Background: an optimization exercise with open tools, aiming at small area. Do not read the settings as production practice. Function was checked by simulation only, so behaviour that the tests miss may differ from the original. The clock port is modelled as an ideal driver; clocking choices that lean on that would not hold on a real chip.

## run F
==> flow/design.v <==
module debounce (
  clk,
  reset_n,
  data_in,
  data_out
);
  parameter WIDTH = 32;            
  parameter POLARITY = "HIGH";     
  parameter TIMEOUT = 50000;       
  parameter TIMEOUT_WIDTH = 16;    
  input wire clk;
  input wire reset_n;
  input wire [WIDTH-1:0] data_in;
  output wire [WIDTH-1:0] data_out;
  localparam [15:0] S0  = 16'h0fe0;    
  localparam [15:0] POL = 16'h5555;    
  reg rst_flag;
  always @ (posedge clk or negedge reset_n)
  begin
    if (reset_n == 0)
      rst_flag <= 1'b1;
    else
      rst_flag <= 1'b0;
  end
  genvar i;
  generate for (i = 0; i < WIDTH; i = i+1)
  begin:  debounce_counter_loop
    reg  [15:0] q;
    wire [15:0] t = rst_flag ? S0 : (q ^ POL);
    wire active = (POLARITY == "HIGH") ? data_in[i] : ~data_in[i];
    wire merge = t[1] & t[2] & t[4] & t[5] & t[6] & t[7] & t[9] & t[10] & t[11] & t[12] & t[13] & t[14];
    wire fb = ~(t[2] ^ t[15]) | merge;
    wire [15:0] t_next = active ? {t[14:0], fb} : S0;
    always @ (posedge clk)
      q <= t_next ^ POL;
    wire sat = &t;
    assign data_out[i] = (POLARITY == "HIGH") ? sat : ~sat;
  end
  endgenerate
endmodule
make LEC_CHECK=0 CAP_MARGIN=20 CORE_MARGIN=2 CORE_UTILIZATION=50 SLEW_MARGIN=20 finish   # period 5.0 ns
run.sh (not shown) runs the stock make flow with config.mk's settings and CLKGATE_MAP_FILE= SYNTH_SCRIPT=/design/flow/synth_recipe.tcl, a recipe that flattens the netlist after the stock synthesis.
Run F: PASS, flow complete, no timing, DRC or antenna violations
> inputs changed (run F -> run G)
==> flow/design.v <==
module debounce (
  clk,
  reset_n,
  data_in,
  data_out
);
  parameter WIDTH = 32;            
  parameter POLARITY = "HIGH";     
  parameter TIMEOUT = 50000;       
  parameter TIMEOUT_WIDTH = 16;    
  input wire clk;
  input wire reset_n;
  input wire [WIDTH-1:0] data_in;
  output wire [WIDTH-1:0] data_out;
  reg [TIMEOUT_WIDTH-1:0] counter [0:WIDTH-1];
  wire counter_reset [0:WIDTH-1];
  wire counter_enable [0:WIDTH-1];
  genvar i;
  generate for (i = 0; i < WIDTH; i = i+1)
  begin:  debounce_counter_loop
    always @ (posedge clk or negedge reset_n)
    begin
      if (reset_n == 0)
      begin
        counter[i] <= 0;
      end
      else
      begin
        if (counter_reset[i] == 1)   
        begin
          counter[i] <= 0;
        end
        else if (counter_enable[i] == 1)
        begin
          counter[i] <= counter[i] + 1'b1;
        end
      end
    end
    if (POLARITY == "HIGH")
    begin
      assign counter_reset[i] = (data_in[i] == 0);
      assign counter_enable[i] = (data_in[i] == 1) & (counter[i] < TIMEOUT);
      assign data_out[i] = (counter[i] == TIMEOUT) ? 1'b1 : 1'b0;
    end
    else
    begin
      assign counter_reset[i] = (data_in[i] == 1);
      assign counter_enable[i] = (data_in[i] == 0) & (counter[i] < TIMEOUT);
      assign data_out[i] = (counter[i] == TIMEOUT) ? 1'b0 : 1'b1;    
    end
  end  
  endgenerate
endmodule
==> run summary <==
- Run G reports a lower utilization of the core after routing than run F does.
- Summary of run G over run F: count of multi-input combinational gates picked up an extra 1535; total placed cells including tap cells now sits higher; synthesized cell count climbed 1685; adder and majority gate portion of the synthesized area now larger.
- Status: TritonCTS sink count parity (run F, run G)

--- another note on this design; it stands on its own ---

// debounce
module debounce (
  clk,
  reset_n,
  data_in,
  data_out
);
Settings: LEC_CHECK=0, CAP_MARGIN=20, CORE_MARGIN=2, CORE_UTILIZATION=50, SLEW_MARGIN=20; clock period 5.0 ns.
standard.sh (not shown) runs the stock make flow with config.mk's settings and CLKGATE_MAP_FILE= SYNTH_SCRIPT=/design/flow/synth_recipe.tcl, a recipe that flattens the netlist after the stock synthesis.
==> flow/flow/run.sh <==
#!/bin/bash
# Own layout flow.
#  1. the standard synthesis, unchanged (bash standard.sh synth).
#  2. flow/handmap.py replaces the combinational logic of that netlist with a
#     hand-mapped gate netlist of the same functions (checked exhaustively
#     against the RTL equations); every register is kept as the standard
#     synthesis made it (name, cell type, nets).
#  3. the rest of the standard flow (bash standard.sh finish), with
#     - port buffers of the smallest buffer cell (buf_1) instead of the
#       default pick (clkdlybuf4s50_1),
#     - clock tree synthesis without dummy loads, with sink clusters of up to
#       35 flip-flops (one clkbuf_16 each) and clkbuf_4 root and tree buffers.
# Logs: synth.log, handmap.log, standard.log here; each tool's own log in orfs/logs/.
set -euo pipefail
R=orfs/results/${FLOW_PLATFORM:-sky130hd}/debounce/base
export BUFFER_PORTS_ARGS="-buffer_cell sky130_fd_sc_hd__buf_1"
CTS_CLUSTER=${CTS_CLUSTER:-35}
CTS_DIAM=${CTS_DIAM:-120}
CTS_BUFS=${CTS_BUFS:-sky130_fd_sc_hd__clkbuf_16}
CTS_EXTRA=${CTS_EXTRA:--root_buf sky130_fd_sc_hd__clkbuf_4 -tree_buf sky130_fd_sc_hd__clkbuf_4}
export CTS_ARGS="-sink_clustering_enable -repair_clock_nets -dont_use_dummy_load -sink_clustering_size $CTS_CLUSTER -sink_clustering_max_diameter $CTS_DIAM -buf_list {$CTS_BUFS} $CTS_EXTRA"

bash standard.sh synth > synth.log 2>&1
cp $R/1_2_yosys.v standard_1_2_yosys.v
python3 flow/handmap.py standard_1_2_yosys.v design.v $R/1_2_yosys.v > handmap.log 2>&1
rm -f $R/1_synth.odb $R/1_synth.sdc
bash standard.sh finish > standard.log 2>&1
Other scripts of this flow, unchanged in this note and not shown: flow/flow/handmap.py
Next try:
--- a/flow/flow/run.sh
+++ b/flow/flow/run.sh
@@ -12 +12 @@
-#       35 flip-flops (one clkbuf_16 each) and clkbuf_4 root and tree buffers.
+#       34 flip-flops (one clkbuf_16 each) and clkbuf_4 root and tree buffers.
@@ -17 +17 @@
-CTS_CLUSTER=${CTS_CLUSTER:-35}
+CTS_CLUSTER=${CTS_CLUSTER:-34}
The changed run ran to the end with no violations. Worst setup slack gets worse by 29 ps. Via count barely changes. Routed wire length hardly moves. Global-route usage hardly moves. Clock skew rises by 43 ps. Worst hold slack loses 22 ps. Final area stays flat. Core utilization stays flat. Clock-buffer cell count rose by 1.

[port drivers added, routing unchanged]
Ports are ideal in the flow. The routed layouts listed here were re-timed in OpenROAD. Step 1 sets driving cells, clkbuf_16 on the clock port and buf_2 on the other inputs (assumed; they add their load-dependent delay and slew). Step 2 also shifts input and output timing later by t, the mid clock arrival at the registers, as if the neighbouring blocks saw the same clock. Three values: ideal, step 1, step 2; two values: the first two.
run	t (ns)	slack for setup (ns)	worst register clock-pin slew, ns	worst data-port slew with drivers (ns)
run F	0.581	1.009 / 0.960 / 1.541	0.06 / 0.06	0.08
run G	0.661	1.014 / 0.955 / 1.616	0.06 / 0.06	0.07
the first run of note 2	0.760	1.304 / 1.265 / 2.026	0.12 / 0.12	0.07
the second run of note 2	0.737	1.275 / 1.236 / 1.973	0.12 / 0.12	0.07
After both steps every run listed still meets setup and hold.
